Source: an optimization exercise on an open RTL-to-GDS flow (aim: small area). Production flows keep margins and buffers that such runs may drop. No run shown here included a check of the RTL's function; only the layout flow was run.

[design/flow/config.mk]
export PLATFORM = sky130hd
export DESIGN_NAME = game_of_silicon
export DESIGN_NICKNAME = game_of_silicon
export VERILOG_FILES = /design/flow/design.v
export SDC_FILE = /design/flow/constraint.sdc
export NUM_CORES = 8
export LEC_CHECK = 0
export ABC_AREA = 0
export CAP_MARGIN = 20
export CORE_MARGIN = 2
export CORE_UTILIZATION = 45
export SLEW_MARGIN = 20
export SYNTH_HIERARCHICAL = 1
[design/flow/constraint.sdc]
create_clock -name core_clock -period 400.0 [get_ports {clk}]
set_input_delay 80.0000 -clock core_clock [delete_from_list [all_inputs] [get_ports {clk}]]
set_output_delay 80.0000 -clock core_clock [all_outputs]
set_load 0.01 [all_outputs]
[design/flow/design.v]
module gos_ha (input logic a, b, output logic s, c);
  assign s = a ^ b;
  assign c = a & b;
endmodule
module gos_fa (input logic a, b, ci, output logic s, co);
  assign s  = a ^ b ^ ci;
  assign co = (a & b) | (ci & (a ^ b));
endmodule
module gos_xor2 (input logic a, b, output logic y);
  assign y = a ^ b;
endmodule
module gos_a21o (input logic a1, a2, b1, output logic y);
  assign y = (a1 & a2) | b1;
endmodule
module gos_colsum (input logic d0, d1, s, output logic c0, c1);
  gos_xor2 u_x (.a(d0), .b(s), .y(c0));
  gos_a21o u_o (.a1(d0), .a2(s), .b1(d1), .y(c1));
endmodule
module gos_cellnext #(parameter U1Z = 0) (
    input  logic u0, u1, k, n0, s,
    input  logic nsel_f, sel_h, sel_l, sel_s,
    input  logic lg, sv,
    output logic d
);
  logic u1e, f;
  assign u1e = U1Z ? 1'b0 : u1;
  assign f = ~nsel_f & ~u1e & (u0 ^ k) & (n0 | s);
  assign d = f | (sel_h & s) | (sel_l & lg) | (sel_s & sv);
endmodule
module gos_add3 #(parameter N = 3) (input logic a, b, ci, output logic s, co);
  if (N == 3) begin : g3
    gos_fa u (.a(a), .b(b), .ci(ci), .s(s), .co(co));
  end else if (N == 2) begin : g2
    gos_ha u (.a(a), .b(b), .s(s), .c(co));
  end else begin : g1
    assign s  = a;
    assign co = 1'b0;
  end
endmodule
module gos_sbit #(parameter NY = 4) (
    input logic [3:0] z, input logic hs,
    input logic [3:0] y, input logic sq,
    output logic d
);
  logic [3:0] ze;
  assign ze = z & ((4'b1 << NY) - 4'b1);
  assign d = (ze[0] & y[0]) | (ze[1] & y[1]) | (ze[2] & y[2]) | (ze[3] & y[3]) | (hs & sq);
endmodule
module gos_life (
    input  logic [299:0] g,
    input  logic [299:0] lg,
    input  logic [299:0] sv,
    input  logic rst, nload, rl, nrl, reset, nreset, step,
    output logic [299:0] gn,
    output logic [299:0] pn0, pk, pu0, pu1, pc0, pc1
);
  logic [299:0] d0, d1, c0, c1, n0, k, u0, u1;
  logic [14:0] nsel_f, sel_h, sel_l, sel_s;
  genvar x, y;
  for (y = 0; y < 15; y++) begin : rsel
    gos_rowsel u (.rst(rst), .nload(nload), .rl(rl), .nrl(nrl), .reset(reset), .nreset(nreset),
                  .step(step), .nsel_f(nsel_f[y]), .sel_h(sel_h[y]), .sel_l(sel_l[y]),
                  .sel_s(sel_s[y]));
  end
  for (y = 0; y < 15; y++) begin : row
    for (x = 0; x < 20; x++) begin : col
      localparam int I = y * 20 + x;
      if (y > 0 && y < 14) begin : gd
        gos_ha u_d (.a(g[I-20]), .b(g[I+20]), .s(d0[I]), .c(d1[I]));
        gos_colsum u_c (.d0(d0[I]), .d1(d1[I]), .s(g[I]), .c0(c0[I]), .c1(c1[I]));
      end else if (y == 0) begin : gt
        assign d0[I] = g[I+20];
        assign d1[I] = 1'b0;
        gos_ha u_c (.a(d0[I]), .b(g[I]), .s(c0[I]), .c(c1[I]));
      end else begin : gb
        assign d0[I] = g[I-20];
        assign d1[I] = 1'b0;
        gos_ha u_c (.a(d0[I]), .b(g[I]), .s(c0[I]), .c(c1[I]));
      end
    end
  end
  for (y = 0; y < 15; y++) begin : row2
    for (x = 0; x < 20; x++) begin : col2
      localparam int I = y * 20 + x;
      localparam int NL = (x > 0 ? 1 : 0) + (x < 19 ? 1 : 0);
      localparam int NH = NL + ((y > 0 && y < 14) ? 1 : 0);
      logic lo_b, lo_c, hi_a, hi_b, hi_c;
      logic l0, l1, r0, r1;
      if (x > 0) begin : gl
        assign l0 = c0[I-1];
        assign l1 = c1[I-1];
      end else begin : gl0
        assign l0 = 1'b0;
        assign l1 = 1'b0;
      end
      if (x < 19) begin : gr
        assign r0 = c0[I+1];
        assign r1 = c1[I+1];
      end else begin : gr0
        assign r0 = 1'b0;
        assign r1 = 1'b0;
      end
      assign lo_b = (x > 0) ? l0 : r0;
      assign lo_c = (x > 0 && x < 19) ? r0 : 1'b0;
      gos_add3 #(.N(NL + 1)) u_lo (.a(d0[I]), .b(lo_b), .ci(lo_c), .s(n0[I]), .co(k[I]));
      if (y > 0 && y < 14) begin : gh3
        assign hi_a = d1[I];
        assign hi_b = (x > 0) ? l1 : r1;
        assign hi_c = (x > 0 && x < 19) ? r1 : 1'b0;
      end else begin : gh2
        assign hi_a = (x > 0) ? l1 : r1;
        assign hi_b = (x > 0 && x < 19) ? r1 : 1'b0;
        assign hi_c = 1'b0;
      end
      gos_add3 #(.N(NH)) u_hi (.a(hi_a), .b(hi_b), .ci(hi_c), .s(u0[I]), .co(u1[I]));
      gos_cellnext #(.U1Z(NH == 1 ? 1 : 0)) u_n (
          .u0(u0[I]), .u1(u1[I]), .k(k[I]), .n0(n0[I]), .s(g[I]),
          .nsel_f(nsel_f[y]), .sel_h(sel_h[y]), .sel_l(sel_l[y]), .sel_s(sel_s[y]),
          .lg(lg[I]), .sv(sv[I]), .d(gn[I]));
    end
  end
  assign pn0 = n0;
  assign pk  = k;
  assign pu0 = u0;
  assign pu1 = u1;
  assign pc0 = c0;
  assign pc1 = c1;
endmodule
module gos_rowsel (input logic rst, nload, rl, nrl, reset, nreset, step,
                   output logic nsel_f, sel_h, sel_l, sel_s);
  gos_nor2 u_l (.a(rst), .b(nload), .y(sel_l));
  gos_nor2 u_s (.a(rl), .b(reset), .y(sel_s));
  gos_nor3 u_h (.a(rl), .b(nreset), .c(step), .y(sel_h));
  gos_nand3 u_f (.a(nrl), .b(reset), .c(step), .y(nsel_f));
endmodule
module gos_gen (
    input  logic [299:0] s,
    input  logic rst, reset,
    output logic [299:0] sn
);
  logic [299:0] x, y;
  logic [300:0] c;
  logic [3:0] shn;
  logic nrr;
  logic [14:0][3:0] z;
  logic [14:0] hs;
  assign c[1] = s[0];
  assign x[0] = ~s[0];
  genvar i;
  for (i = 1; i < 300; i++) begin : inc
    if (i < 299) begin : h
      gos_ha u (.a(s[i]), .b(c[i]), .s(x[i]), .c(c[i+1]));
    end else begin : t
      gos_xor2 u (.a(s[i]), .b(c[i]), .y(x[i]));
    end
  end
  for (i = 0; i < 300; i++) begin : xs
    if (i < 297) begin : g
      gos_xor2 u (.a(x[i]), .b(x[i+3]), .y(y[i]));
    end else begin : t
      assign y[i] = x[i];
    end
  end
  gos_selgen u_sel (.rst(rst), .reset(reset), .sh(y[1:0]), .shn(shn), .nrr(nrr));
  for (i = 0; i < 15; i++) begin : gsel
    gos_grpsel u (.rst(rst), .reset(reset), .nrr(nrr), .shn(shn), .z(z[i]), .hs(hs[i]));
  end
  for (i = 0; i < 300; i++) begin : sb
    localparam int NY = (i < 3) ? i + 1 : 4;
    logic [3:0] yy;
    assign yy[0] = y[i];
    assign yy[1] = (i >= 1) ? y[(i >= 1) ? i-1 : 0] : 1'b0;
    assign yy[2] = (i >= 2) ? y[(i >= 2) ? i-2 : 0] : 1'b0;
    assign yy[3] = (i >= 3) ? y[(i >= 3) ? i-3 : 0] : 1'b0;
    gos_sbit #(.NY(NY)) u (.z(z[i/20]), .hs(hs[i/20]), .y(yy), .sq(s[i]), .d(sn[i]));
  end
endmodule
module gos_selgen (input logic rst, reset, input logic [1:0] sh,
                   output logic [3:0] shn, output logic nrr);
  assign shn = ~(4'b1 << sh);
  assign nrr = rst | ~reset;
endmodule
module gos_grpsel (input logic rst, reset, nrr, input logic [3:0] shn,
                   output logic [3:0] z, output logic hs);
  for (genvar k = 0; k < 4; k++) begin : zk
    gos_nor2 u (.a(nrr), .b(shn[k]), .y(z[k]));
  end
  gos_nor2 u_h (.a(rst), .b(reset), .y(hs));
endmodule
module gos_nor3 (input logic a, b, c, output logic y);
  assign y = ~(a | b | c);
endmodule
module gos_nand3 (input logic a, b, c, output logic y);
  assign y = ~(a & b & c);
endmodule
module gos_vga (
    input  logic rst,
    input  logic [5:0] hs, vs,
    input  logic [4:0] hc,
    input  logic [3:0] vc,
    output logic [5:0] hs_n, vs_n,
    output logic [4:0] hc_n,
    output logic [3:0] vc_n,
    output logic hsync, vsync,
    output logic [19:0] colsel,
    output logic [14:0] rowsel
);
  logic vadv;
  logic [3:0] ca, ra, rb;
  logic [4:0] cb;
  gos_hcnt u_h (.rst(rst), .hs(hs), .hc(hc), .hs_n(hs_n), .hc_n(hc_n), .vadv(vadv), .hsync(hsync));
  gos_vcnt u_v (.rst(rst), .vadv(vadv), .vs(vs), .vc(vc), .vs_n(vs_n), .vc_n(vc_n), .vsync(vsync));
  gos_pre2 u_ca (.a(hc[1:0]), .yn(ca));
  gos_pre3 u_cb (.a(hc[4:2]), .yn(cb));
  gos_pre2 u_ra (.a(vc[1:0]), .yn(ra));
  gos_pre2 u_rb (.a(vc[3:2]), .yn(rb));
  for (genvar i = 0; i < 20; i++) begin : cs
    gos_nor2 u (.a(ca[i % 4]), .b(cb[i / 4]), .y(colsel[i]));
  end
  for (genvar i = 0; i < 15; i++) begin : rs
    gos_nor2 u (.a(ra[i % 4]), .b(rb[i / 4]), .y(rowsel[i]));
  end
endmodule
module gos_nor2 (input logic a, b, output logic y);
  assign y = ~(a | b);
endmodule
module gos_pre2 (input logic [1:0] a, output logic [3:0] yn);
  for (genvar i = 0; i < 4; i++) begin : p
    assign yn[i] = (a != 2'(i));
  end
endmodule
module gos_pre3 (input logic [2:0] a, output logic [4:0] yn);
  for (genvar i = 0; i < 5; i++) begin : p
    assign yn[i] = (a != 3'(i));
  end
endmodule
module gos_hcnt (input logic rst, input logic [5:0] hs, input logic [4:0] hc,
                 output logic [5:0] hs_n, output logic [4:0] hc_n, output logic vadv, hsync);
  logic hsw, hwrap;
  assign hsw   = hs[5] & hs[2] & hs[1] & hs[0];
  assign hwrap = hc[4] & hc[3] & hc[1] & (hs == 6'd16);
  assign hs_n  = (rst | hwrap | hsw) ? 6'd0 : hs + 6'd1;
  assign hc_n  = (rst | hwrap) ? 5'd0 : hc + {4'd0, hsw};
  assign vadv  = (hc == 5'd20) & (hs == 6'd0);
  assign hsync = ((hc == 5'd20) & (hs != 6'd0)) | (hc == 5'd21) | (hc == 5'd22) |
                 ((hc == 5'd23) & (hs <= 6'd8));
endmodule
module gos_vcnt (input logic rst, vadv, input logic [5:0] vs, input logic [3:0] vc,
                 output logic [5:0] vs_n, output logic [3:0] vc_n, output logic vsync);
  logic vsw, vwrap;
  assign vsw   = vs[5] & vs[2] & vs[1] & vs[0];
  assign vwrap = (&vc) & (vs == 6'd28);
  assign vs_n  = (rst | (vadv & (vsw | vwrap))) ? 6'd0 : vs + {5'd0, vadv};
  assign vc_n  = rst ? 4'd0 : vc + {3'd0, vadv & (vsw | vwrap)};
  assign vsync = (&vc) & (vs >= 6'd1) & (vs <= 6'd4);
endmodule
module gos_aoi222 (input logic a1, a2, b1, b2, c1, c2, output logic y);
  assign y = ~((a1 & a2) | (b1 & b2) | (c1 & c2));
endmodule
module gos_aoi22 (input logic a1, a2, b1, b2, output logic y);
  assign y = ~((a1 & a2) | (b1 & b2));
endmodule
module gos_rowpix (input logic [19:0] g, colsel, input logic rowsel, output logic yn);
  logic [6:0] t;
  for (genvar i = 0; i < 6; i++) begin : a
    gos_aoi222 u (.a1(g[3*i]), .a2(colsel[3*i]), .b1(g[3*i+1]), .b2(colsel[3*i+1]),
                  .c1(g[3*i+2]), .c2(colsel[3*i+2]), .y(t[i]));
  end
  gos_aoi22 u6 (.a1(g[18]), .a2(colsel[18]), .b1(g[19]), .b2(colsel[19]), .y(t[6]));
  gos_rowcomb u_c (.t(t), .rowsel(rowsel), .yn(yn));
endmodule
module gos_rowcomb (input logic [6:0] t, input logic rowsel, output logic yn);
  assign yn = ~(rowsel & ~(&t));
endmodule
module gos_pixel (input logic [299:0] g, input logic [19:0] colsel, input logic [14:0] rowsel, input logic rst,
                  output logic pix);
  logic [14:0] rn;
  for (genvar r = 0; r < 15; r++) begin : rr
    gos_rowpix u (.g(g[r*20 +: 20]), .colsel(colsel), .rowsel(rowsel[r]), .yn(rn[r]));
  end
  gos_pixcomb u_c (.rn(rn), .rst(rst), .pix(pix));
endmodule
module gos_pixcomb (input logic [14:0] rn, input logic rst, output logic pix);
  assign pix = ~rst & ~(&rn);
endmodule
module gos_count (
    input  logic [299:0] g, pn0, pk, pu0, pu1, pc0, pc1,
    output logic [8:0] n
);
  logic t1, t2, t3, t4, t5, t6, t7, t8, t9, t10, t11, t12, t13, t14, t15, t16, t17, t18, t19, t20, t21, t22, t23, t24, t25, t26, t27, t28, t29, t30, t31, t32, t33, t34, t35, t36, t37, t38, t39, t40, t41, t42, t43, t44, t45, t46, t47, t48, t49, t50, t51, t52, t53, t54, t55, t56, t57, t58, t59, t60, t61, t62, t63, t64, t65, t66, t67, t68, t69, t70, t71, t72, t73, t74, t75, t76, t77, t78, t79, t80, t81, t82, t83, t84, t85, t86, t87, t88, t89, t90, t91, t92, t93, t94, t95, t96, t97, t98, t99, t100, t101, t102, t103, t104, t105, t106, t107, t108, t109, t110, t111, t112, t113, t114, t115, t116, t117, t118, t119, t120, t121, t122, t123, t124, t125, t126, t127, t128, t129, t130, t131, t132, t133, t134, t135, t136, t137, t138, t139, t140, t141, t142, t143, t144, t145, t146, t147, t148, t149, t150, t151, t152, t153, t154, t155, t156, t157, t158, t159, t160, t161, t162, t163, t164, t165, t166, t167, t168, t169, t170, t171, t172, t173, t174, t175, t176, t177, t178, t179, t180, t181, t182, t183, t184, t185, t186, t187, t188, t189, t190, t191, t192, t193, t194, t195, t196, t197, t198, t199, t200, t201, t202, t203, t204, t205, t206, t207, t208, t209, t210, t211, t212, t213, t214, t215, t216, t217, t218, t219, t220, t221, t222, t223, t224, t225, t226, t227, t228, t229, t230, t231, t232, t233, t234, t235, t236, t237, t238, t239, t240, t241, t242, t243, t244, t245, t246, t247, t248, t249, t250, t251, t252, t253, t254, t255, t256, t257, t258, t259, t260, t261, t262, t263, t264, t265, t266, t267, t268, t269, t270, t271, t272, t273, t274, t275, t276, t277, t278, t279, t280, t281, t282, t283, t284, t285, t286, t287, t288, t289, t290, t291, t292, t293, t294, t295, t296, t297, t298, t299, t300, t301, t302, t303, t304, t305, t306, t307, t308, t309, t310, t311, t312, t313, t314, t315, t316, t317, t318, t319, t320, t321, t322, t323, t324, t325, t326, t327, t328, t329, t330, t331, t332;
  gos_fa u_t1 (.a(pn0[21]), .b(g[21]), .ci(pn0[24]), .s(t1), .co(t2));
  gos_fa u_t3 (.a(g[24]), .b(pn0[27]), .ci(g[27]), .s(t3), .co(t4));
  gos_fa u_t5 (.a(pn0[30]), .b(g[30]), .ci(pn0[33]), .s(t5), .co(t6));
  gos_fa u_t7 (.a(g[33]), .b(pn0[36]), .ci(g[36]), .s(t7), .co(t8));
  gos_fa u_t9 (.a(pc0[38]), .b(pc0[39]), .ci(pn0[81]), .s(t9), .co(t10));
  gos_fa u_t11 (.a(g[81]), .b(pn0[84]), .ci(g[84]), .s(t11), .co(t12));
  gos_fa u_t13 (.a(pn0[87]), .b(g[87]), .ci(pn0[90]), .s(t13), .co(t14));
  gos_fa u_t15 (.a(g[90]), .b(pn0[93]), .ci(g[93]), .s(t15), .co(t16));
  gos_fa u_t17 (.a(pn0[96]), .b(g[96]), .ci(pc0[98]), .s(t17), .co(t18));
  gos_fa u_t19 (.a(pc0[99]), .b(pn0[141]), .ci(g[141]), .s(t19), .co(t20));
  gos_fa u_t21 (.a(pn0[144]), .b(g[144]), .ci(pn0[147]), .s(t21), .co(t22));
  gos_fa u_t23 (.a(g[147]), .b(pn0[150]), .ci(g[150]), .s(t23), .co(t24));
  gos_fa u_t25 (.a(pn0[153]), .b(g[153]), .ci(pn0[156]), .s(t25), .co(t26));
  gos_fa u_t27 (.a(g[156]), .b(pc0[158]), .ci(pc0[159]), .s(t27), .co(t28));
  gos_fa u_t29 (.a(pn0[201]), .b(g[201]), .ci(pn0[204]), .s(t29), .co(t30));
  gos_fa u_t31 (.a(g[204]), .b(pn0[207]), .ci(g[207]), .s(t31), .co(t32));
  gos_fa u_t33 (.a(pn0[210]), .b(g[210]), .ci(pn0[213]), .s(t33), .co(t34));
  gos_fa u_t35 (.a(g[213]), .b(pn0[216]), .ci(g[216]), .s(t35), .co(t36));
  gos_fa u_t37 (.a(pc0[218]), .b(pc0[219]), .ci(pn0[261]), .s(t37), .co(t38));
  gos_fa u_t39 (.a(g[261]), .b(pn0[264]), .ci(g[264]), .s(t39), .co(t40));
  gos_fa u_t41 (.a(pn0[267]), .b(g[267]), .ci(pn0[270]), .s(t41), .co(t42));
  gos_fa u_t43 (.a(g[270]), .b(pn0[273]), .ci(g[273]), .s(t43), .co(t44));
  gos_fa u_t45 (.a(pn0[276]), .b(g[276]), .ci(pc0[278]), .s(t45), .co(t46));
  gos_fa u_t47 (.a(pc0[279]), .b(t1), .ci(t3), .s(t47), .co(t48));
  gos_fa u_t49 (.a(t5), .b(t7), .ci(t9), .s(t49), .co(t50));
  gos_fa u_t51 (.a(t11), .b(t13), .ci(t15), .s(t51), .co(t52));
  gos_fa u_t53 (.a(t17), .b(t19), .ci(t21), .s(t53), .co(t54));
  gos_fa u_t55 (.a(t23), .b(t25), .ci(t27), .s(t55), .co(t56));
  gos_fa u_t57 (.a(t29), .b(t31), .ci(t33), .s(t57), .co(t58));
  gos_fa u_t59 (.a(t35), .b(t37), .ci(t39), .s(t59), .co(t60));
  gos_fa u_t61 (.a(t41), .b(t43), .ci(t45), .s(t61), .co(t62));
  gos_fa u_t63 (.a(t47), .b(t49), .ci(t51), .s(t63), .co(t64));
  gos_fa u_t65 (.a(t53), .b(t55), .ci(t57), .s(t65), .co(t66));
  gos_fa u_t67 (.a(t59), .b(t61), .ci(t63), .s(t67), .co(t68));
  gos_ha u_t69 (.a(t65), .b(t67), .s(t69), .c(t70));
  gos_fa u_t71 (.a(pk[21]), .b(pu0[21]), .ci(pk[24]), .s(t71), .co(t72));
  gos_fa u_t73 (.a(pu0[24]), .b(pk[27]), .ci(pu0[27]), .s(t73), .co(t74));
  gos_fa u_t75 (.a(pk[30]), .b(pu0[30]), .ci(pk[33]), .s(t75), .co(t76));
  gos_fa u_t77 (.a(pu0[33]), .b(pk[36]), .ci(pu0[36]), .s(t77), .co(t78));
  gos_fa u_t79 (.a(pc1[38]), .b(pc1[39]), .ci(pk[81]), .s(t79), .co(t80));
  gos_fa u_t81 (.a(pu0[81]), .b(pk[84]), .ci(pu0[84]), .s(t81), .co(t82));
  gos_fa u_t83 (.a(pk[87]), .b(pu0[87]), .ci(pk[90]), .s(t83), .co(t84));
  gos_fa u_t85 (.a(pu0[90]), .b(pk[93]), .ci(pu0[93]), .s(t85), .co(t86));
  gos_fa u_t87 (.a(pk[96]), .b(pu0[96]), .ci(pc1[98]), .s(t87), .co(t88));
  gos_fa u_t89 (.a(pc1[99]), .b(pk[141]), .ci(pu0[141]), .s(t89), .co(t90));
  gos_fa u_t91 (.a(pk[144]), .b(pu0[144]), .ci(pk[147]), .s(t91), .co(t92));
  gos_fa u_t93 (.a(pu0[147]), .b(pk[150]), .ci(pu0[150]), .s(t93), .co(t94));
  gos_fa u_t95 (.a(pk[153]), .b(pu0[153]), .ci(pk[156]), .s(t95), .co(t96));
  gos_fa u_t97 (.a(pu0[156]), .b(pc1[158]), .ci(pc1[159]), .s(t97), .co(t98));
  gos_fa u_t99 (.a(pk[201]), .b(pu0[201]), .ci(pk[204]), .s(t99), .co(t100));
  gos_fa u_t101 (.a(pu0[204]), .b(pk[207]), .ci(pu0[207]), .s(t101), .co(t102));
  gos_fa u_t103 (.a(pk[210]), .b(pu0[210]), .ci(pk[213]), .s(t103), .co(t104));
  gos_fa u_t105 (.a(pu0[213]), .b(pk[216]), .ci(pu0[216]), .s(t105), .co(t106));
  gos_fa u_t107 (.a(pc1[218]), .b(pc1[219]), .ci(pk[261]), .s(t107), .co(t108));
  gos_fa u_t109 (.a(pu0[261]), .b(pk[264]), .ci(pu0[264]), .s(t109), .co(t110));
  gos_fa u_t111 (.a(pk[267]), .b(pu0[267]), .ci(pk[270]), .s(t111), .co(t112));
  gos_fa u_t113 (.a(pu0[270]), .b(pk[273]), .ci(pu0[273]), .s(t113), .co(t114));
  gos_fa u_t115 (.a(pk[276]), .b(pu0[276]), .ci(pc1[278]), .s(t115), .co(t116));
  gos_fa u_t117 (.a(pc1[279]), .b(t2), .ci(t4), .s(t117), .co(t118));
  gos_fa u_t119 (.a(t6), .b(t8), .ci(t10), .s(t119), .co(t120));
  gos_fa u_t121 (.a(t12), .b(t14), .ci(t16), .s(t121), .co(t122));
  gos_fa u_t123 (.a(t18), .b(t20), .ci(t22), .s(t123), .co(t124));
  gos_fa u_t125 (.a(t24), .b(t26), .ci(t28), .s(t125), .co(t126));
  gos_fa u_t127 (.a(t30), .b(t32), .ci(t34), .s(t127), .co(t128));
  gos_fa u_t129 (.a(t36), .b(t38), .ci(t40), .s(t129), .co(t130));
  gos_fa u_t131 (.a(t42), .b(t44), .ci(t46), .s(t131), .co(t132));
  gos_fa u_t133 (.a(t48), .b(t50), .ci(t52), .s(t133), .co(t134));
  gos_fa u_t135 (.a(t54), .b(t56), .ci(t58), .s(t135), .co(t136));
  gos_fa u_t137 (.a(t60), .b(t62), .ci(t64), .s(t137), .co(t138));
  gos_fa u_t139 (.a(t66), .b(t68), .ci(t70), .s(t139), .co(t140));
  gos_fa u_t141 (.a(t71), .b(t73), .ci(t75), .s(t141), .co(t142));
  gos_fa u_t143 (.a(t77), .b(t79), .ci(t81), .s(t143), .co(t144));
  gos_fa u_t145 (.a(t83), .b(t85), .ci(t87), .s(t145), .co(t146));
  gos_fa u_t147 (.a(t89), .b(t91), .ci(t93), .s(t147), .co(t148));
  gos_fa u_t149 (.a(t95), .b(t97), .ci(t99), .s(t149), .co(t150));
  gos_fa u_t151 (.a(t101), .b(t103), .ci(t105), .s(t151), .co(t152));
  gos_fa u_t153 (.a(t107), .b(t109), .ci(t111), .s(t153), .co(t154));
  gos_fa u_t155 (.a(t113), .b(t115), .ci(t117), .s(t155), .co(t156));
  gos_fa u_t157 (.a(t119), .b(t121), .ci(t123), .s(t157), .co(t158));
  gos_fa u_t159 (.a(t125), .b(t127), .ci(t129), .s(t159), .co(t160));
  gos_fa u_t161 (.a(t131), .b(t133), .ci(t135), .s(t161), .co(t162));
  gos_fa u_t163 (.a(t137), .b(t139), .ci(t141), .s(t163), .co(t164));
  gos_fa u_t165 (.a(t143), .b(t145), .ci(t147), .s(t165), .co(t166));
  gos_fa u_t167 (.a(t149), .b(t151), .ci(t153), .s(t167), .co(t168));
  gos_fa u_t169 (.a(t155), .b(t157), .ci(t159), .s(t169), .co(t170));
  gos_fa u_t171 (.a(t161), .b(t163), .ci(t165), .s(t171), .co(t172));
  gos_fa u_t173 (.a(t167), .b(t169), .ci(t171), .s(t173), .co(t174));
  gos_fa u_t175 (.a(pu1[21]), .b(pu1[24]), .ci(pu1[27]), .s(t175), .co(t176));
  gos_fa u_t177 (.a(pu1[30]), .b(pu1[33]), .ci(pu1[36]), .s(t177), .co(t178));
  gos_fa u_t179 (.a(pu1[81]), .b(pu1[84]), .ci(pu1[87]), .s(t179), .co(t180));
  gos_fa u_t181 (.a(pu1[90]), .b(pu1[93]), .ci(pu1[96]), .s(t181), .co(t182));
  gos_fa u_t183 (.a(pu1[141]), .b(pu1[144]), .ci(pu1[147]), .s(t183), .co(t184));
  gos_fa u_t185 (.a(pu1[150]), .b(pu1[153]), .ci(pu1[156]), .s(t185), .co(t186));
  gos_fa u_t187 (.a(pu1[201]), .b(pu1[204]), .ci(pu1[207]), .s(t187), .co(t188));
  gos_fa u_t189 (.a(pu1[210]), .b(pu1[213]), .ci(pu1[216]), .s(t189), .co(t190));
  gos_fa u_t191 (.a(pu1[261]), .b(pu1[264]), .ci(pu1[267]), .s(t191), .co(t192));
  gos_fa u_t193 (.a(pu1[270]), .b(pu1[273]), .ci(pu1[276]), .s(t193), .co(t194));
  gos_fa u_t195 (.a(t72), .b(t74), .ci(t76), .s(t195), .co(t196));
  gos_fa u_t197 (.a(t78), .b(t80), .ci(t82), .s(t197), .co(t198));
  gos_fa u_t199 (.a(t84), .b(t86), .ci(t88), .s(t199), .co(t200));
  gos_fa u_t201 (.a(t90), .b(t92), .ci(t94), .s(t201), .co(t202));
  gos_fa u_t203 (.a(t96), .b(t98), .ci(t100), .s(t203), .co(t204));
  gos_fa u_t205 (.a(t102), .b(t104), .ci(t106), .s(t205), .co(t206));
  gos_fa u_t207 (.a(t108), .b(t110), .ci(t112), .s(t207), .co(t208));
  gos_fa u_t209 (.a(t114), .b(t116), .ci(t118), .s(t209), .co(t210));
  gos_fa u_t211 (.a(t120), .b(t122), .ci(t124), .s(t211), .co(t212));
  gos_fa u_t213 (.a(t126), .b(t128), .ci(t130), .s(t213), .co(t214));
  gos_fa u_t215 (.a(t132), .b(t134), .ci(t136), .s(t215), .co(t216));
  gos_fa u_t217 (.a(t138), .b(t140), .ci(t142), .s(t217), .co(t218));
  gos_fa u_t219 (.a(t144), .b(t146), .ci(t148), .s(t219), .co(t220));
  gos_fa u_t221 (.a(t150), .b(t152), .ci(t154), .s(t221), .co(t222));
  gos_fa u_t223 (.a(t156), .b(t158), .ci(t160), .s(t223), .co(t224));
  gos_fa u_t225 (.a(t162), .b(t164), .ci(t166), .s(t225), .co(t226));
  gos_fa u_t227 (.a(t168), .b(t170), .ci(t172), .s(t227), .co(t228));
  gos_fa u_t229 (.a(t174), .b(t175), .ci(t177), .s(t229), .co(t230));
  gos_fa u_t231 (.a(t179), .b(t181), .ci(t183), .s(t231), .co(t232));
  gos_fa u_t233 (.a(t185), .b(t187), .ci(t189), .s(t233), .co(t234));
  gos_fa u_t235 (.a(t191), .b(t193), .ci(t195), .s(t235), .co(t236));
  gos_fa u_t237 (.a(t197), .b(t199), .ci(t201), .s(t237), .co(t238));
  gos_fa u_t239 (.a(t203), .b(t205), .ci(t207), .s(t239), .co(t240));
  gos_fa u_t241 (.a(t209), .b(t211), .ci(t213), .s(t241), .co(t242));
  gos_fa u_t243 (.a(t215), .b(t217), .ci(t219), .s(t243), .co(t244));
  gos_fa u_t245 (.a(t221), .b(t223), .ci(t225), .s(t245), .co(t246));
  gos_fa u_t247 (.a(t227), .b(t229), .ci(t231), .s(t247), .co(t248));
  gos_fa u_t249 (.a(t233), .b(t235), .ci(t237), .s(t249), .co(t250));
  gos_fa u_t251 (.a(t239), .b(t241), .ci(t243), .s(t251), .co(t252));
  gos_fa u_t253 (.a(t245), .b(t247), .ci(t249), .s(t253), .co(t254));
  gos_ha u_t255 (.a(t251), .b(t253), .s(t255), .c(t256));
  gos_fa u_t257 (.a(t176), .b(t178), .ci(t180), .s(t257), .co(t258));
  gos_fa u_t259 (.a(t182), .b(t184), .ci(t186), .s(t259), .co(t260));
  gos_fa u_t261 (.a(t188), .b(t190), .ci(t192), .s(t261), .co(t262));
  gos_fa u_t263 (.a(t194), .b(t196), .ci(t198), .s(t263), .co(t264));
  gos_fa u_t265 (.a(t200), .b(t202), .ci(t204), .s(t265), .co(t266));
  gos_fa u_t267 (.a(t206), .b(t208), .ci(t210), .s(t267), .co(t268));
  gos_fa u_t269 (.a(t212), .b(t214), .ci(t216), .s(t269), .co(t270));
  gos_fa u_t271 (.a(t218), .b(t220), .ci(t222), .s(t271), .co(t272));
  gos_fa u_t273 (.a(t224), .b(t226), .ci(t228), .s(t273), .co(t274));
  gos_fa u_t275 (.a(t230), .b(t232), .ci(t234), .s(t275), .co(t276));
  gos_fa u_t277 (.a(t236), .b(t238), .ci(t240), .s(t277), .co(t278));
  gos_fa u_t279 (.a(t242), .b(t244), .ci(t246), .s(t279), .co(t280));
  gos_fa u_t281 (.a(t248), .b(t250), .ci(t252), .s(t281), .co(t282));
  gos_fa u_t283 (.a(t254), .b(t256), .ci(t257), .s(t283), .co(t284));
  gos_fa u_t285 (.a(t259), .b(t261), .ci(t263), .s(t285), .co(t286));
  gos_fa u_t287 (.a(t265), .b(t267), .ci(t269), .s(t287), .co(t288));
  gos_fa u_t289 (.a(t271), .b(t273), .ci(t275), .s(t289), .co(t290));
  gos_fa u_t291 (.a(t277), .b(t279), .ci(t281), .s(t291), .co(t292));
  gos_fa u_t293 (.a(t283), .b(t285), .ci(t287), .s(t293), .co(t294));
  gos_fa u_t295 (.a(t289), .b(t291), .ci(t293), .s(t295), .co(t296));
  gos_fa u_t297 (.a(t258), .b(t260), .ci(t262), .s(t297), .co(t298));
  gos_fa u_t299 (.a(t264), .b(t266), .ci(t268), .s(t299), .co(t300));
  gos_fa u_t301 (.a(t270), .b(t272), .ci(t274), .s(t301), .co(t302));
  gos_fa u_t303 (.a(t276), .b(t278), .ci(t280), .s(t303), .co(t304));
  gos_fa u_t305 (.a(t282), .b(t284), .ci(t286), .s(t305), .co(t306));
  gos_fa u_t307 (.a(t288), .b(t290), .ci(t292), .s(t307), .co(t308));
  gos_fa u_t309 (.a(t294), .b(t296), .ci(t297), .s(t309), .co(t310));
  gos_fa u_t311 (.a(t299), .b(t301), .ci(t303), .s(t311), .co(t312));
  gos_fa u_t313 (.a(t305), .b(t307), .ci(t309), .s(t313), .co(t314));
  gos_ha u_t315 (.a(t311), .b(t313), .s(t315), .c(t316));
  gos_fa u_t317 (.a(t298), .b(t300), .ci(t302), .s(t317), .co(t318));
  gos_fa u_t319 (.a(t304), .b(t306), .ci(t308), .s(t319), .co(t320));
  gos_fa u_t321 (.a(t310), .b(t312), .ci(t314), .s(t321), .co(t322));
  gos_fa u_t323 (.a(t316), .b(t317), .ci(t319), .s(t323), .co(t324));
  gos_ha u_t325 (.a(t321), .b(t323), .s(t325), .c(t326));
  gos_fa u_t327 (.a(t318), .b(t320), .ci(t322), .s(t327), .co(t328));
  gos_fa u_t329 (.a(t324), .b(t326), .ci(t327), .s(t329), .co(t330));
  gos_ha u_t331 (.a(t328), .b(t330), .s(t331), .c(t332));
  assign n = {t332, t331, t329, t325, t315, t295, t255, t173, t69};
endmodule
module gos_display (
    input  logic [8:0] n,
    input  logic rst, tick,
    input  logic [1:0] kp,
    input  logic [3:0] code,
    output logic [1:0] kp_n,
    output logic [3:0] code_n,
    output logic [7:0] segment_pins,
    output logic [3:0] display_select
);
  logic [3:0] ones, tens;
  logic [1:0] hund;
  logic [3:0] ksel;
  logic hold;
  gos_bcd2 u_bcd (.n(n), .ones(ones), .tens(tens), .hund(hund));
  gos_kp u_kp (.rst(rst), .tick(tick), .kp(kp), .kp_n(kp_n), .ksel(ksel), .hold(hold));
  for (genvar b = 0; b < 4; b++) begin : cb
    gos_codebit #(.HB(b < 2)) u (.rst(rst), .hold(hold), .ksel(ksel), .o(ones[b]), .t(tens[b]),
                                 .h(hund[b < 2 ? b : 0]), .q(code[b]), .d(code_n[b]));
  end
  gos_seg7 u_seg (.c(code), .seg(segment_pins[6:0]));
  assign segment_pins[7] = 1'b0;
  gos_dsel u_ds (.c(code), .kp(kp), .sel(display_select));
endmodule
module gos_kp (input logic rst, tick, input logic [1:0] kp, output logic [1:0] kp_n,
               output logic [3:0] ksel, output logic hold);
  logic t;
  assign t = tick & ~rst;
  assign kp_n[0] = rst | (kp[0] ^ tick);
  assign kp_n[1] = rst | (kp[1] ^ (tick & kp[0]));
  assign ksel[0] = t & kp[1] & kp[0];
  assign ksel[1] = t & ~kp[1] & ~kp[0];
  assign ksel[2] = t & ~kp[1] & kp[0];
  assign ksel[3] = t & kp[1] & ~kp[0];
  assign hold = ~tick & ~rst;
endmodule
module gos_codebit #(parameter HB = 1) (input logic rst, hold, input logic [3:0] ksel,
                                        input logic o, t, h, q, output logic d);
  logic he;
  assign he = HB ? h : 1'b0;
  assign d = rst | (ksel[0] & o) | (ksel[1] & t) | (ksel[2] & he) | (hold & q);
endmodule
module gos_seg7 (input logic [3:0] c, output logic [6:0] seg);
  gos_s0 u0 (.c(c), .y(seg[0]));
  gos_s1 u1 (.c(c), .y(seg[1]));
  gos_s2 u2 (.c(c), .y(seg[2]));
  gos_s3 u3 (.c(c), .y(seg[3]));
  gos_s4 u4 (.c(c), .y(seg[4]));
  gos_s5 u5 (.c(c), .y(seg[5]));
  gos_s6 u6 (.c(c), .y(seg[6]));
endmodule
module gos_s0 (input logic [3:0] c, output logic y);
  assign y = ~(c[3] & c[2] | c[2] & ~c[1] & ~c[0] | ~c[3] & ~c[2] & ~c[1] & c[0]);
endmodule
module gos_s1 (input logic [3:0] c, output logic y);
  assign y = ~c[2] | ~c[1] & ~c[0] | ~c[3] & c[1] & c[0];
endmodule
module gos_s2 (input logic [3:0] c, output logic y);
  assign y = ~c[1] | ~c[3] & c[2] | ~c[2] & c[0];
endmodule
module gos_s3 (input logic [3:0] c, output logic y);
  assign y = ~(c[2] & c[1] & c[0] | c[2] & ~c[1] & ~c[0] | ~c[3] & ~c[2] & ~c[1] & c[0]);
endmodule
module gos_s4 (input logic [3:0] c, output logic y);
  assign y = ~c[0] & (~c[2] | c[1]);
endmodule
module gos_s5 (input logic [3:0] c, output logic y);
  assign y = ~(c[1] & c[0] | ~c[2] & c[1] | ~c[3] & ~c[2] & c[0]);
endmodule
module gos_s6 (input logic [3:0] c, output logic y);
  assign y = ~(~c[3] & ~c[2] & ~c[1] | c[2] & c[1] & c[0]);
endmodule
module gos_dsel (input logic [3:0] c, input logic [1:0] kp, output logic [3:0] sel);
  logic v;
  assign v = ~(&c);
  assign sel[0] = v & ~kp[1] & ~kp[0];
  assign sel[1] = v & ~kp[1] & kp[0];
  assign sel[2] = v & kp[1] & ~kp[0];
  assign sel[3] = v & kp[1] & kp[0];
endmodule
module gos_dd3 #(parameter TOP0 = 0) (input logic [3:0] x, output logic [3:0] y);
  logic x3;
  assign x3 = TOP0 ? 1'b0 : x[3];
  assign y[3] = x3 | (x[2] & x[0]) | (x[2] & x[1]);
  assign y[2] = (x3 & x[0]) | (x[2] & ~x[1] & ~x[0]);
  assign y[1] = (x3 & ~x[0]) | (~x[2] & x[1]) | (x[1] & x[0]);
  assign y[0] = (x3 & ~x[0]) | (~x3 & ~x[2] & x[0]) | (x[2] & x[1] & ~x[0]);
endmodule
module gos_bcd2 (input logic [8:0] n, output logic [3:0] ones, tens, output logic [1:0] hund);
  logic [3:0] a1,a2,a3,a4,a5,a6,b1,b2,b3;
  gos_dd3 #(1) u1 (.x({1'b0,n[8:6]}), .y(a1));
  gos_dd3 #(0) u2 (.x({a1[2:0],n[5]}), .y(a2));
  gos_dd3 #(0) u3 (.x({a2[2:0],n[4]}), .y(a3));
  gos_dd3 #(0) u4 (.x({a3[2:0],n[3]}), .y(a4));
  gos_dd3 #(1) v1 (.x({1'b0,a1[3],a2[3],a3[3]}), .y(b1));
  gos_dd3 #(0) u5 (.x({a4[2:0],n[2]}), .y(a5));
  gos_dd3 #(0) v2 (.x({b1[2:0],a4[3]}), .y(b2));
  gos_dd3 #(0) u6 (.x({a5[2:0],n[1]}), .y(a6));
  gos_dd3 #(0) v3 (.x({b2[2:0],a5[3]}), .y(b3));
  assign ones = {a6[2:0], n[0]};
  assign tens = {b3[2:0], a6[3]};
  assign hund = {b2[3], b3[3]};   
endmodule
module game_of_silicon (
    input logic clk,
    input logic rst,
    input logic reset,
    input logic load,
    input logic [299:0] load_grid,
    output logic [299:0] grid_out,
    output logic [7:0] segment_pins,
    output logic [3:0] display_select,
    output logic [2:0] rgb,
    output logic vsync,
    output logic hsync
);
  logic [299:0] grid, gen;
  logic [6:0]   tcnt;       
  logic [1:0]   kp;
  logic [3:0]   code;
  logic [5:0]   hs, vs;
  logic [4:0]   hc;
  logic [3:0]   vc;
  logic         pix_q;
  logic [299:0] grid_n, gen_n;
  logic [6:0]   tcnt_n;
  logic [1:0]   kp_n;
  logic [3:0]   code_n;
  logic [5:0]   hs_n, vs_n;
  logic [4:0]   hc_n;
  logic [3:0]   vc_n;
  logic         pix;
  always_ff @(posedge clk) begin
    grid  <= grid_n;
    gen   <= gen_n;
    tcnt  <= tcnt_n;
    kp    <= kp_n;
    code  <= code_n;
    hs    <= hs_n;
    vs    <= vs_n;
    hc    <= hc_n;
    vc    <= vc_n;
    pix_q <= pix;
  end
  logic tick_display, tick_generation;
  gos_ticks u_ticks (.rst(rst), .t(tcnt), .t_n(tcnt_n), .td(tick_display), .tg(tick_generation));
  logic nload, rl, nrl, nreset;
  gos_gridsel u_gsel (.rst(rst), .load(load), .reset(reset),
                      .nload(nload), .rl(rl), .nrl(nrl), .nreset(nreset));
  logic [299:0] pn0, pk, pu0, pu1, pc0, pc1;
  gos_life u_life (.g(grid), .lg(load_grid), .sv(gen), .rst(rst), .nload(nload), .rl(rl),
                   .nrl(nrl), .reset(reset), .nreset(nreset), .step(tick_generation), .gn(grid_n),
                   .pn0(pn0), .pk(pk), .pu0(pu0), .pu1(pu1), .pc0(pc0), .pc1(pc1));
  gos_gen u_gen (.s(gen), .rst(rst), .reset(reset), .sn(gen_n));
  logic [8:0] n;
  gos_count u_cnt (.g(grid), .pn0(pn0), .pk(pk), .pu0(pu0), .pu1(pu1), .pc0(pc0), .pc1(pc1), .n(n));
  gos_display u_disp (.n(n), .rst(rst), .tick(tick_display), .kp(kp), .code(code),
                      .kp_n(kp_n), .code_n(code_n), .segment_pins(segment_pins),
                      .display_select(display_select));
  logic [19:0] colsel;
  logic [14:0] rowsel;
  gos_vga u_vga (.rst(rst), .hs(hs), .vs(vs), .hc(hc), .vc(vc), .hs_n(hs_n), .vs_n(vs_n),
                 .hc_n(hc_n), .vc_n(vc_n), .hsync(hsync), .vsync(vsync),
                 .colsel(colsel), .rowsel(rowsel));
  gos_pixel u_pix (.g(grid), .colsel(colsel), .rowsel(rowsel), .rst(rst), .pix(pix));
  assign grid_out = grid;
  assign rgb = {pix_q, 1'b0, pix_q};
endmodule
module gos_ticks (input logic rst, input logic [6:0] t, output logic [6:0] t_n,
                  output logic td, tg);
  assign td  = (t[3:0] == 4'hf);
  assign tg  = (t == 7'd63);
  assign t_n = rst ? 7'd8 : t + 7'd1;
endmodule
module gos_gridsel (input logic rst, load, reset,
                    output logic nload, rl, nrl, nreset);
  assign nload  = ~load;
  assign rl     = rst | load;
  assign nrl    = ~(rst | load);
  assign nreset = ~reset;
endmodule
[design/flow/flow/run.sh]
#!/bin/bash
# Layout flow: the standard flow (standard.sh: ORFS synthesis to finish),
# with three changes to how the layout is made:
#  - the port buffers that ORFS puts on every input and output are the
#    smallest buffer cell (buf_1) instead of ORFS's default pick;
#  - the clock tree uses larger sink clusters and no dummy loads;
#  - after placement, logic cells that drive only a few pins are swapped to the
#    smallest drive strength of the same function (flow/downsize.tcl), and
#    repair_design then fixes any slew or capacitance limit.
# Every tool's output goes to standard_run.log here and to ORFS's own logs
# under orfs/logs.
set -o pipefail
HERE=$(pwd)
export BUFFER_PORTS_ARGS="-buffer_cell sky130_fd_sc_hd__buf_1"
export CTS_ARGS="-sink_clustering_enable -repair_clock_nets -dont_use_dummy_load -sink_clustering_size 22 -sink_clustering_max_diameter 120 -buf_list {sky130_fd_sc_hd__clkbuf_8 sky130_fd_sc_hd__clkbuf_16}"
export POST_RESIZE_TCL="$HERE/flow/downsize.tcl"
bash standard.sh > standard_run.log 2>&1
[design/flow/flow/downsize.tcl]
# Swap logic cells to the smallest drive strength of the same function when
# they drive only a few pins; repair_design afterwards fixes any slew or
# capacitance limit the smaller cells break.
set block [ord::get_db_block]
set db [ord::get_db]
set swapped 0
set saved 0.0
foreach inst [$block getInsts] {
  set master [$inst getMaster]
  set name [$master getName]
  if {![regexp {^(sky130_fd_sc_hd__[a-z0-9]+)_([0-9]+)$} $name -> base drive]} { continue }
  if {$drive <= 1} { continue }
  # leave clock-tree, delay and port buffers alone
  set short [string range $base 16 end]
  if {[regexp {^(clkbuf|clkinv|clkdly|dlygate|dlymetal|bufinv|buf|conb|diode|tap|fill|decap|df|dl|sdf|edf|sedf)} $short]} { continue }
  # fanout of the output pins
  set fanout 0
  foreach it [$inst getITerms] {
    if {[$it isOutputSignal]} {
      set net [$it getNet]
      if {$net ne "NULL"} { set fanout [expr {$fanout + [llength [$net getITerms]] - 1 + [llength [$net getBTerms]]}] }
    }
  }
  if {$fanout > 6} { continue }
  set best ""
  set best_area [expr {[$master getWidth] * [$master getHeight]}]
  foreach d {1 0} {
    set cand [$db findMaster ${base}_$d]
    if {$cand eq "NULL"} { continue }
    set a [expr {[$cand getWidth] * [$cand getHeight]}]
    if {$a < $best_area} { set best $cand; set best_area $a }
  }
  if {$best eq ""} { continue }
  set old [expr {[$master getWidth] * [$master getHeight]}]
  replace_cell [$inst getName] [$best getName]
  incr swapped
  set saved [expr {$saved + ($old - $best_area) / 1e6}]
}
puts "downsize: swapped $swapped cells, [format %.1f $saved] um2 less"
estimate_parasitics -placement
repair_design
[design/flow/standard.sh]
#!/bin/bash
# synth_recipe.tcl (not shown) runs the flow's synth.tcl, then flattens the netlist and writes it again
# the make line also repeats each setting of config.mk as NAME=value (left out here)
make -C /OpenROAD-flow-scripts/flow DESIGN_CONFIG=/design/flow/config.mk WORK_HOME=/design/flow/orfs CLKGATE_MAP_FILE= SYNTH_SCRIPT=/design/flow/synth_recipe.tcl "${@:-finish}"
==> results of run 1 <==
[metal layers]
metal | part of all wire (%) | vias to the layer above | routed length, um
met3 | 12 | 686 | 32470
met2 | 42 | 4001 | 113200
li1 | - | 24040 | -
met4 | 6.9 | 12 | 18440
met5 | 0.037 | - | 99
met1 | 39 | 28200 | 103100
[layout make-up]
class | count | area share [%]
clock buffers | 37 | 1.354
inverters | 23 | 0.1262
diodes | 2 | 0.007317
multi-input cells | 4835 | 70.58
well taps | 1781 | 3.258
flip-flops and latches | 635 | 18.59
repair buffers | 864 | 6.093
[metrics by stage]
step           hold WS [ns]  cell area, sq um  worst slack [ns]  utilization, %  cells
4_1_cts              0.4428             68390            317.58           50.48   8175
3_5_place_dp         0.4210             67460            317.18           49.80   8138
3_3_place_gp         0.4255             67630            316.98           49.93   8137
6_report             0.4369             68400            317.59           50.49   8177
5_1_grt              0.4601             68390            317.48           50.49   8175
2_1_floorplan        0.4132             61400            317.73               -   5532
[worst reg2reg max path: cells and delay by family (launching register included)]
family / cells / cell delay (ns)
xor gates and xnor gates: 2 / 0.41
and+or+nand+nor: 1 / 0.10
DFF: 1 / 0.38
AOI/OAI and AO/OA: 1 / 0.34
adders and majority gates: 298 / 54.39
[flip-flops by register name, summed over array words and instances (netlist names)]
name,flops
gen,300
pix_q,1
tcnt,7
kp,2
code,4
vc,4
hs,6
hc,5
vs,6
grid,300
[worst max-delay path by stage]
stage / endpoint / startpoint / cells after the start
5_1_grt: vsync / vc[2] / 5
2_1_floorplan: gen[10] / rst / 4
4_1_cts: hsync / hs[0] / 6
3_5_place_dp: grid[73] / rst / 6
6_report: hsync / hs[0] / 6
3_3_place_gp: grid[169] / rst / 7
==> results.sh, run 1 <==
export IMPL_status="complete, no violations"
export IMPL_fin_skew_ns=0.07188
export IMPL_final_nets=8070
export IMPL_grt_pass1_vias=55710
export IMPL_drc=0
export IMPL_via_per_inst=6.963
export IMPL_vias=56940
export IMPL_cp_slowest_cell="or4b_1"
export IMPL_path_class="reg2out"
export IMPL_layout_drive_gt1_share_pct=5.317
export IMPL_setup_tns_ns=0
export IMPL_cts_resized=0
export IMPL_gp_congestion=1.033
export IMPL_seqCellArea_sq_um=12710
export IMPL_cts_max_level=2
export IMPL_core_sq_um=135500
export IMPL_fillCellCount=12540
export IMPL_cts_root_buf="clkbuf_16"
export IMPL_max_freq_ghz=0.01213
export IMPL_hold_class="reg2reg"
export IMPL_regToRegStartpoint="gen[0]"
export IMPL_min_from="tcnt[0]"
export IMPL_multi_input_area_sq_um=48270
export IMPL_met3_usage_pct=9.845
export IMPL_finalHoldViolCount=0
export IMPL_ys_warn_count=7
export IMPL_clk_path_buf_depth=3
export IMPL_cap_violations=0
export IMPL_die_area_sq_um=139400
export IMPL_rows=135
export IMPL_syn_inst=5532
export IMPL_ff2ff_setup_slack_ns=344.34
export IMPL_path_cells="inv_1 > ha_1 > or4b_1 > o41ai_1 > a31oi_1 > buf_1"
export IMPL_worstSkewPairLatency_ns=0.69
export IMPL_die_h_um=373.4
export IMPL_final_cell_mix="ha_1, a222oi_1, fa_1, dfxtp_1, buf_1"
export IMPL_wirelength_um=267300
export IMPL_gr_total_overflow=0
export IMPL_critPathBufInv=2
export IMPL_clk_pin_slew_worst_paths_ns=0.11
export IMPL_holdPathEnd="tcnt[0]"
export IMPL_worstMarginPinSlew_ns=1.163
export IMPL_grt_antenna_before_repair=5
export IMPL_synthesis_nets=7206
export IMPL_cp_max_fo=4
export IMPL_worstSetupStartpointType="flop"
export IMPL_min_period_ns=82.41
export IMPL_initial_core_util_pct=45.32
export IMPL_grt_pass1_wl_um=386600
export IMPL_cpLargestDelayFamily="simple AND/OR/NAND/NOR gates"
export IMPL_area_delta_synth_final_pct=11.40
export IMPL_relSlewSlack_pct=22.17
export IMPL_dp_final_hpwl_um=209400
export IMPL_end_kind="primary output"
export IMPL_drt_initial_drc_count=10790
export IMPL_grt_setup_unrepaired="no"
export IMPL_min_path_cells=1
export IMPL_grt_total_usage_pct=37.13
export IMPL_die_x_um=373.4
export IMPL_cts_buffers=37
export IMPL_r2r_end="gen[296]"
export IMPL_io_buffers=618
export IMPL_wl_per_cell_um=32.69
export IMPL_ios=621
export IMPL_cts_tree="built"
export IMPL_clock_sinks=635
export IMPL_drtPass1Iterations=14
export IMPL_postCtsSetupBuffers=0
export IMPL_busiest_layer="met2"
export IMPL_timing_final_crit_share_pct=20.60
export IMPL_cp_arrival_ns=2.41
export IMPL_grtUsageMet1_pct=49.08
export IMPL_setup_viol=0
export IMPL_r2r_cells=302
export IMPL_detail_route_antenna_nets=0
export IMPL_grtUsageMet2_pct=54.46
export IMPL_cp_slowest_stage_delay_ns=0.54
export IMPL_crit_required_ns=320.00
export IMPL_final_common_cell="ha_1"
export IMPL_hold_buffers=0
export IMPL_syn_avg_cell_area_sq_um=11.10
export IMPL_final_max_slew_viol_count=0
export IMPL_syn_cell_area_sq_um=61400
export IMPL_grt_max_degree=61
==> run 2: changes to the inputs <==
--- a/design/flow/config.mk
+++ b/design/flow/config.mk
@@ -9,5 +9,6 @@
 export CAP_MARGIN = 20
 export CORE_MARGIN = 2
 export CORE_UTILIZATION = 45
+export GPL_TIMING_DRIVEN = 0
 export SLEW_MARGIN = 20
 export SYNTH_HIERARCHICAL = 1
==> run 2 against run 1 <==
Net effect: flip-flop and latch count is the same; worst setup slack lost 0.090 ns; non-clock buffer count shrank 162; cell count shrank 2.0%; sequential share of layout area grew 0.12 points.
==> results.sh, run 2 <==
export IMPL_setup_viol=0
export IMPL_grt_setup_unrepaired="no"
export IMPL_wirelength_um=256300
export IMPL_layout_drive_gt1_share_pct=3.691
export IMPL_clk_pin_slew_worst_paths_ns=0.10
export IMPL_grt_max_degree=33
export IMPL_synthesis_nets=7206
export IMPL_crit_required_ns=400.59
export IMPL_initial_core_util_pct=45.32
export IMPL_clock_sinks=635
export IMPL_rows=135
export IMPL_final_common_cell="ha_1"
export IMPL_grt_pass1_wl_um=372500
export IMPL_final_cell_mix="ha_1, a222oi_1, fa_1, buf_1, dfxtp_1"
export IMPL_area_delta_synth_final_pct=10.69
export IMPL_ys_warn_count=7
export IMPL_hold_class="reg2reg"
export IMPL_syn_avg_cell_area_sq_um=11.10
export IMPL_core_sq_um=135500
export IMPL_drc=0
export IMPL_final_nets=7908
export IMPL_hold_buffers=0
export IMPL_cp_slowest_cell="nor2_2"
export IMPL_path_cells="buf_2 > buf_12 > buf_16 > buf_12 > nand2b_4 > buf_16 > nor2_2 > a222oi_1 > nand2_1"
export IMPL_grt_total_usage_pct=35.61
export IMPL_die_x_um=373.4
export IMPL_min_period_ns=82.50
export IMPL_end_kind="flop"
export IMPL_worstMarginPinSlew_ns=1.228
export IMPL_ios=621
export IMPL_clk_path_buf_depth=3
export IMPL_grt_pass1_vias=54650
export IMPL_detail_route_antenna_nets=0
export IMPL_setup_tns_ns=0
export IMPL_cts_max_level=2
export IMPL_cts_buffers=37
export IMPL_grt_antenna_before_repair=8
export IMPL_drtPass1Iterations=14
export IMPL_timing_final_crit_share_pct=20.62
export IMPL_die_area_sq_um=139400
export IMPL_largest_registers="gen: 300 flops, grid: 300 flops, tcnt: 7 flops"
export IMPL_cap_violations=0
export IMPL_cts_root_buf="clkbuf_16"
export IMPL_path_class="in2reg"
export IMPL_worstSkewPairLatency_ns=0.68
export IMPL_cts_tree="built"
export IMPL_gr_total_overflow=0
export IMPL_gp_congestion=0.9678
export IMPL_die_h_um=373.4
export IMPL_postCtsSetupBuffers=0
export IMPL_io_buffers=618
export IMPL_syn_inst=5532
export IMPL_vias=55690
export IMPL_status="complete, no violations"
export IMPL_worstSetupStartpointType="input pin"
export IMPL_finalHoldViolCount=0
export IMPL_relSlewSlack_pct=17.85
export IMPL_syn_cell_area_sq_um=61400
export IMPL_drt_initial_drc_count=9108
export IMPL_via_per_inst=6.949
export IMPL_final_max_slew_viol_count=0
export IMPL_cp_slowest_stage_delay_ns=0.77
export IMPL_max_freq_ghz=0.01212
export IMPL_cp_arrival_ns=83.09
export IMPL_wl_per_cell_um=31.98
export IMPL_cts_resized=0
export IMPL_dp_final_hpwl_um=201700
export IMPL_cp_max_fo=32
export IMPL_fin_skew_ns=0.06901
==> run 2: worst max-delay path: cells and delay by family <==
family / cells / cell delay, ns
simple gates: 3 / 1.25
compound gates: 1 / 0.22
buf+inv: 5 / 1.50
==> run 2: per-stage QoR <==
| stage | hold WS [ns] | setup WS [ns] | cells | utilization [%] | instance area, sq um |
|---|---|---|---|---|---|
| 2_1_floorplan | 0.4132 | 317.73 | 5532 | - | 61400 |
| 3_3_place_gp | 0.4260 | 310.59 | 7931 | 48.68 | 65950 |
| 3_5_place_dp | 0.4236 | 316.74 | 7975 | 49.46 | 67000 |
| 4_1_cts | 0.4423 | 317.46 | 8012 | 50.14 | 67930 |
| 5_1_grt | 0.4977 | 317.43 | 8013 | 50.17 | 67960 |
| 6_report | 0.4448 | 317.50 | 8014 | 50.17 | 67960 |
==> run 2: final timing paths <==
check,startpoint,to,slack [ns],depth (start not counted)
setup / recovery,reset,gen[82],317.50,9
hold reg to reg,tcnt[0],tcnt[0],0.44,1
setup reg to reg,gen[1],gen[296],344.33,302
hold / removal,tcnt[0],tcnt[0],0.44,1
==> run 2: final cells by class <==
| type | instances | area [sq um] |
|---|---|---|
| antenna | 1 | 2.502 |
| buffer | 39 | 153.9 |
| clock buffer | 37 | 925.9 |
| fill | 12480 | 67500 |
| inverter | 23 | 88.84 |
| multi-input combinational | 4835 | 48610 |
| sequential | 635 | 12710 |
| tap | 1781 | 2228 |
| timing repair buffer | 663 | 3239 |
==> run 2: metal layers <==
layer	vias up	GRT usage (%)	routed length (um)
met5	-	0	88
met4	14	18.57	15910
met3	591	9.275	29100
met2	3552	53.37	109800
met1	27750	47.13	101400
li1	23790	-	-
==> run 3: changes to the inputs <==
--- a/design/flow/flow/run.sh
+++ b/design/flow/flow/run.sh
@@ -13,5 +13,6 @@
 HERE=$(pwd)
 export BUFFER_PORTS_ARGS="-buffer_cell sky130_fd_sc_hd__buf_1"
 export CTS_ARGS="-sink_clustering_enable -repair_clock_nets -dont_use_dummy_load -sink_clustering_size 22 -sink_clustering_max_diameter 120 -buf_list {sky130_fd_sc_hd__clkbuf_8 sky130_fd_sc_hd__clkbuf_16}"
+export GPL_KEEP_OVERFLOW=0
 export POST_RESIZE_TCL="$HERE/flow/downsize.tcl"
 bash standard.sh > standard_run.log 2>&1
--- a/design/flow/config.mk
+++ b/design/flow/config.mk
@@ -9,6 +9,5 @@
 export CAP_MARGIN = 20
 export CORE_MARGIN = 2
 export CORE_UTILIZATION = 45
-export GPL_TIMING_DRIVEN = 0
 export SLEW_MARGIN = 20
 export SYNTH_HIERARCHICAL = 1
==> run 3 against run 2 <==
Net effect: via count up 1.0%; die area did not move; core utilization shrank 0.092 points; routed wire length up 2.1%; clock-buffer cell count unchanged.
==> results.sh, run 3 <==
export IMPL_status="complete, no violations"
export IMPL_die_area_sq_um=139400
export IMPL_regToRegStartpoint="gen[1]"
export IMPL_wl_met1_um=103000
export IMPL_syn_cell_area_sq_um=61400
export IMPL_ios=621
export IMPL_top_layer_used="met5"
export IMPL_antenna_cells=0
export IMPL_finalHoldViolCount=0
export IMPL_path_class="reg2out"
export IMPL_grt_max_degree=33
export IMPL_gp_congestion=0.9946
export IMPL_dr_wl_met2_um=113500
export IMPL_cp_arrival_ns=2.58
export IMPL_final_core_util_pct=50.08
export IMPL_hold_class="reg2reg"
export IMPL_die_h_um=373.4
export IMPL_drc=0
export IMPL_grt_pass1_wl_um=381900
export IMPL_syn_avg_cell_area_sq_um=11.10
export IMPL_layout_drive_gt1_share_pct=3.743
export IMPL_relSlewSlack_pct=15.44
export IMPL_timing_final_crit_share_pct=20.65
export IMPL_grt_setup_unrepaired="no"
export IMPL_min_period_ns=82.58
export IMPL_fin_worst_hold_slack_ns=0.4443
export IMPL_final_max_slew_viol_count=0
export IMPL_die_x_um=373.4
export IMPL_synthesis_nets=7206
export IMPL_dp_final_hpwl_um=205300
export IMPL_core_sq_um=135500
export IMPL_drt_initial_drc_count=10110
export IMPL_final_common_cell="ha_1"
export IMPL_fillCellCount=12500
export IMPL_setup_tns_ns=0
export IMPL_io_buffers=618
export IMPL_cp_max_fo=7
export IMPL_worstMarginPinSlew_ns=1.264
export IMPL_clk_pin_slew_worst_paths_ns=0.09
export IMPL_cap_violations=0
export IMPL_via_per_inst=7.051
export IMPL_grt_pass1_vias=54950
export IMPL_rows=135
export IMPL_largest_registers="gen: 300 flops, grid: 300 flops, tcnt: 7 flops"
export IMPL_wirelength_um=261700
export IMPL_postCtsSetupBuffers=0
export IMPL_wl_per_cell_um=32.80
export IMPL_syn_inst=5532
export IMPL_instances_no_fill=7979
export IMPL_vias=56260
export IMPL_fin_skew_ns=0.04170
export IMPL_startpoint="vc[2]"
export IMPL_worstSetupStartpointType="flop"
export IMPL_initial_core_util_pct=45.32
export IMPL_cts_max_level=2
export IMPL_crit_required_ns=320.00
export IMPL_clk_path_buf_depth=3
export IMPL_end_kind="primary output"
export IMPL_cts_buffers=37
export IMPL_detail_route_antenna_nets=0
export IMPL_final_cell_mix="ha_1, a222oi_1, fa_1, dfxtp_1, buf_1"
export IMPL_ys_warn_count=7
export IMPL_min_from="tcnt[0]"
export IMPL_area_delta_synth_final_pct=10.48
export IMPL_cts_resized=0
export IMPL_hold_buffers=0
export IMPL_gr_total_overflow=0
export IMPL_max_freq_ghz=0.01211
export IMPL_grt_total_usage_pct=36.47
export IMPL_wl_met3_um=30940
export IMPL_setup_viol=0
export IMPL_cts_tree="built"
export IMPL_placed_cells=7942
export IMPL_cts_root_buf="clkbuf_16"
export IMPL_drtPass1Iterations=13
export IMPL_clock_sinks=635
export IMPL_grt_antenna_before_repair=3
export IMPL_final_nets=7874
export IMPL_worstSkewPairLatency_ns=0.68
run 3: final cells by class:
| class | instances | area, sq um | area share (%) |
|---|---|---|---|
| Multi-Input combinational cell | 4835 | 48610 | 71.65 |
| Sequential cell | 635 | 12710 | 18.74 |
| Timing Repair Buffer | 668 | 3276 | 4.829 |
| Tap cell | 1781 | 2228 | 3.285 |
| Clock buffer | 37 | 925.9 | 1.365 |
| Inverter | 23 | 88.84 | 0.1310 |
run 3: worst max-delay path: stages, from the launching register on:
cell	delay [ns]
dfxtp_1	0.50
nand4_1	0.22
or2_2	0.32
a2111oi_1	0.68
buf_1	0.22
run 3: worst paths after layout:
| check | endpoint | slack [ns] | cells past startpoint |
|---|---|---|---|
| max | vsync | 317.42 | 4 |
| min | tcnt[0] | 0.44 | 1 |
| max reg2reg | gen[296] | 344.27 | 302 |
| min reg2reg | tcnt[0] | 0.44 | 1 |
run 3: stage by stage:
stage	worst slack (ns)	area (sq um)
after floorplan	317.73	61400
after global placement	311.87	65650
after detailed placement	316.94	66900
after CTS	316.95	67820
after global routing	317.15	67840
final	317.42	67840
run 3: routing by layer:
| metal | up-vias | track usage [%] |
|---|---|---|
| li1 | 23690 | - |
| met1 | 28120 | 49.49 |
| met2 | 3827 | 55.24 |
| met3 | 617 | 8.382 |
| met4 | 6 | 16.44 |
| met5 | - | 0 |

==> port drivers added, routing unchanged <==
Ports are ideal in the flow. The routed layouts listed here were re-timed in OpenROAD.
Step 1, drivers: a clkbuf_16 drives clk and a buf_2 each remaining input, both assumed.
Step 2 also shifts input and output timing later by t, the mid clock arrival at the registers, as if the neighbouring blocks saw the same clock.
Slacks: ideal ports / drivers / drivers and shift; pairs: ideal ports / drivers.
run | t, ns | setup WS [ns] | worst setup path at the end | cell pins on the clock port's net
run 1 | 0.742 | 317.591 / 317.506 / 316.941 | input to register | 1
run 2 | 0.726 | 317.501 / 317.560 / 316.835 | input to register | 1
run 3 | 0.734 | 317.417 / 317.335 / 316.869 | input to register | 1
After both steps every run listed still meets setup and hold. The setup slack of run 2, which loses most, moves by +0.059 ns with the drivers and by -0.666 ns with both steps.
